Source: an optimization exercise on an open RTL-to-GDS flow (aim: small area and a short achievable clock period). Production flows keep margins and buffers that such runs may drop. At most, simulation tests tie the RTL to the original design; equivalence was not proved. Power and IR drop assume default switching activity.

==> flow/design.v <==
module FlexiPacketEngine(
input clk,
input resetn,
input validIn,
input [31:0] dataIn,
input lastIn,
output reg validOut,
output reg [31:0] dataOut,
output reg lastOut
);
localparam DEPTH = 99;                 
reg [32*DEPTH-1:0] line;               
reg [6:0]  cnt;                        
reg [6:0]  rem;                        
reg [15:0] seq;
reg        st_hdr, st_pay, st_rep1, st_rep2, st_ftr;
reg [31:0] part0, part1, part2;        
wire rx       = ~(st_hdr | st_pay | st_rep1 | st_rep2 | st_ftr);
always @(posedge clk)
	line <= {line[32*DEPTH-33:0], dataIn};
reg [99:1] sel;
integer j;
always @(*) begin
	for (j = 1; j <= 99; j = j + 1)
		sel[j] = (cnt == j);
end
wire [32*33-1:0] grp_n;                
genvar g, b;
generate
	for (g = 0; g < 33; g = g + 1) begin : grp
		for (b = 0; b < 32; b = b + 1) begin : bt
			FlexiPacketEngine_aoi222 u (
				.a1(sel[3*g+1]), .a2(line[32*(3*g)+b]),
				.b1(sel[3*g+2]), .b2(line[32*(3*g+1)+b]),
				.c1(sel[3*g+3]), .c2(line[32*(3*g+2)+b]),
				.y(grp_n[32*g+b]));
		end
	end
endgenerate
reg [31:0] or0, or1, or2;
integer k;
always @(*) begin
	or0 = 32'h0;
	or1 = 32'h0;
	or2 = 32'h0;
	for (k = 0; k < 11; k = k + 1) begin
		or0 = or0 | ~grp_n[32*k +: 32];
		or1 = or1 | ~grp_n[32*(k+11) +: 32];
		or2 = or2 | ~grp_n[32*(k+22) +: 32];
	end
end
always @(posedge clk) begin
	part0 <= or0;
	part1 <= or1;
	part2 <= or2;
end
wire [31:0] tap = part0 | part1 | part2;
always @(posedge clk or negedge resetn) begin
	if (!resetn) begin
		cnt      <= 7'd0;
		rem      <= 7'd0;
		seq      <= 16'h0001;
		st_hdr   <= 1'b0;
		st_pay   <= 1'b0;
		st_rep1  <= 1'b0;
		st_rep2  <= 1'b0;
		st_ftr   <= 1'b0;
		validOut <= 1'b0;
		lastOut  <= 1'b0;
		dataOut  <= 32'h0;
	end else begin
		if (rx)
			cnt <= validIn ? cnt + 7'd1 : 7'd0;
		if (st_hdr)
			rem <= cnt;
		else if (st_pay)
			rem <= rem - 7'd1;
		if (st_ftr)
			seq <= seq + 16'h0001;
		st_hdr   <= rx & validIn & lastIn;
		st_pay   <= st_hdr | (st_pay & (rem != 7'd1));
		st_rep1  <= st_pay & (rem == 7'd1);
		st_rep2  <= st_rep1;
		st_ftr   <= st_rep2;
		validOut <= ~rx;
		lastOut  <= st_ftr;
		dataOut  <= ({32{st_hdr}} & {seq, 9'b0, cnt})
		          | ({32{st_pay}} & tap)
		          | ({32{st_rep1 | st_rep2}} & dataOut)
		          | {32{st_ftr}};
	end
end
endmodule
module FlexiPacketEngine_aoi222(
input a1, input a2, input b1, input b2, input c1, input c2,
output y
);
assign y = ~((a1 & a2) | (b1 & b2) | (c1 & c2));
endmodule
==> flow/config.mk <==
export PLATFORM = sky130hd
export DESIGN_NAME = FlexiPacketEngine
export DESIGN_NICKNAME = FlexiPacketEngine
export VERILOG_FILES = /design/flow/design.v
export SDC_FILE = /design/flow/constraint.sdc
export NUM_CORES = 4
export LEC_CHECK = 0
export CAP_MARGIN = 20
export CORE_MARGIN = 2
export CORE_UTILIZATION = 55
export PLACE_DENSITY = 0.65
export SETUP_SLACK_MARGIN = 4.3
export SLEW_MARGIN = 20
export SYNTH_HIERARCHICAL = 1
export SYNTH_MINIMUM_KEEP_SIZE = 0
==> flow/constraint.sdc <==
create_clock -name core_clock -period 7.0 [get_ports {clk}]
set_input_delay 1.4000 -clock core_clock [delete_from_list [all_inputs] [get_ports {clk}]]
set_output_delay 1.4000 -clock core_clock [all_outputs]
set_load 0.01 [all_outputs]
standard.sh (not shown) runs the stock make flow with config.mk's settings and CLKGATE_MAP_FILE= SYNTH_SCRIPT=/design/flow/synth_recipe.tcl, a recipe that flattens the netlist after the stock synthesis.
==> flow/flow/run.sh <==
#!/bin/bash
# Standard ORFS layout with three changes: ports buffered with buf_4 (not the
# delay buffer buffer_ports picks by default), timing repair free to change a
# cell's footprint, and clock tree synthesis without dummy loads.
set -euo pipefail
bash standard.sh \
  "BUFFER_PORTS_ARGS=-buffer_cell sky130_fd_sc_hd__buf_4" \
  "MATCH_CELL_FOOTPRINT=0" \
  "CTS_ARGS=-sink_clustering_enable -repair_clock_nets -dont_use_dummy_load -sink_clustering_size 32 -sink_clustering_max_diameter 60 -buf_list sky130_fd_sc_hd__clkbuf_16" \
  finish > standard_flow.log 2>&1
Change:
--- a/flow/design.v
+++ b/flow/design.v
@@ -13,17 +13,19 @@
 reg [6:0]  cnt;                        
 reg [6:0]  rem;                        
 reg [15:0] seq;
 reg        st_hdr, st_pay, st_rep1, st_rep2, st_ftr;
-reg [31:0] part0, part1, part2;        
+reg [31:0] part0, part1;               
+reg [7:0]  cnt_hi;                     
+reg [15:0] cnt_lo;                     
 wire rx       = ~(st_hdr | st_pay | st_rep1 | st_rep2 | st_ftr);
 always @(posedge clk)
 	line <= {line[32*DEPTH-33:0], dataIn};
 reg [99:1] sel;
 integer j;
 always @(*) begin
 	for (j = 1; j <= 99; j = j + 1)
-		sel[j] = (cnt == j);
+		sel[j] = cnt_hi[j >> 4] & cnt_lo[j & 15];
 end
 wire [32*33-1:0] grp_n;                
 genvar g, b;
 generate
@@ -36,29 +38,29 @@
 				.y(grp_n[32*g+b]));
 		end
 	end
 endgenerate
-reg [31:0] or0, or1, or2;
+reg [31:0] or0, or1;
 integer k;
 always @(*) begin
 	or0 = 32'h0;
 	or1 = 32'h0;
-	or2 = 32'h0;
-	for (k = 0; k < 11; k = k + 1) begin
+	for (k = 0; k < 17; k = k + 1)
 		or0 = or0 | ~grp_n[32*k +: 32];
-		or1 = or1 | ~grp_n[32*(k+11) +: 32];
-		or2 = or2 | ~grp_n[32*(k+22) +: 32];
-	end
+	for (k = 17; k < 33; k = k + 1)
+		or1 = or1 | ~grp_n[32*k +: 32];
 end
 always @(posedge clk) begin
 	part0 <= or0;
 	part1 <= or1;
-	part2 <= or2;
 end
-wire [31:0] tap = part0 | part1 | part2;
+wire [31:0] tap = part0 | part1;
+wire [6:0] cnt_next = rx ? (validIn ? cnt + 7'd1 : 7'd0) : cnt;
 always @(posedge clk or negedge resetn) begin
 	if (!resetn) begin
 		cnt      <= 7'd0;
+		cnt_hi   <= 8'd0;
+		cnt_lo   <= 16'd0;
 		rem      <= 7'd0;
 		seq      <= 16'h0001;
 		st_hdr   <= 1'b0;
 		st_pay   <= 1'b0;
@@ -68,10 +70,11 @@
 		validOut <= 1'b0;
 		lastOut  <= 1'b0;
 		dataOut  <= 32'h0;
 	end else begin
-		if (rx)
-			cnt <= validIn ? cnt + 7'd1 : 7'd0;
+		cnt      <= cnt_next;
+		cnt_hi   <= 8'd1 << cnt_next[6:4];
+		cnt_lo   <= 16'd1 << cnt_next[3:0];
 		if (st_hdr)
 			rem <= cnt;
 		else if (st_pay)
 			rem <= rem - 7'd1;
=>
- power stays flat
- sequential cell count decreases by 9
- core utilization decreases by 0.44 points
- cell area decreases by about 0.5%
- worst hold slack loses 0.0079 ns
- wire length decreases by 5.7%
- clock power decreases by about 0.6%
- register-to-register slack loses 0.15 ns
- final cell count decreases by about 0.46%
- global-route usage decreases by 1.7 points
- clock skew decreases by 0.013 ns
- count of clock-buffer cells in the layout is unchanged
The RTL of the second run of this note was laid out without a check of its function.

-- re-timing with driven ports --
No port has a modelled driver above. Below, the same layouts with a new extraction and two added sets of constraints.
Step 1 (the two cells are an assumption about what drives the block):
set clk [get_ports {clk}]
set_driving_cell -lib_cell sky130_fd_sc_hd__clkbuf_16 $clk
set_driving_cell -lib_cell sky130_fd_sc_hd__buf_2 [delete_from_list [all_inputs] $clk]
Step 2, shift: input delay + t, output delay - t, t = (earliest + latest rising clock arrival at the registers) / 2. This alone moves slack from input paths to output paths.
Three values: ideal ports, drivers, drivers and shift; two values: the first two.
run	t, ns	setup slack, ns	hold WS [ns]	worst setup path after step 2	worst register clock-pin slew, ns
the first run	0.860	4.160 / 4.085 / 4.351	0.292 / 0.292 / 0.292	register to register	0.12 / 0.12
the second run	0.859	4.128 / 4.045 / 3.873	0.284 / 0.284 / 0.284	input to register	0.11 / 0.11
After both steps every run listed still meets setup and hold. The setup slack of the second run, which loses most, moves by -0.083 ns with the drivers and by -0.255 ns with both steps.
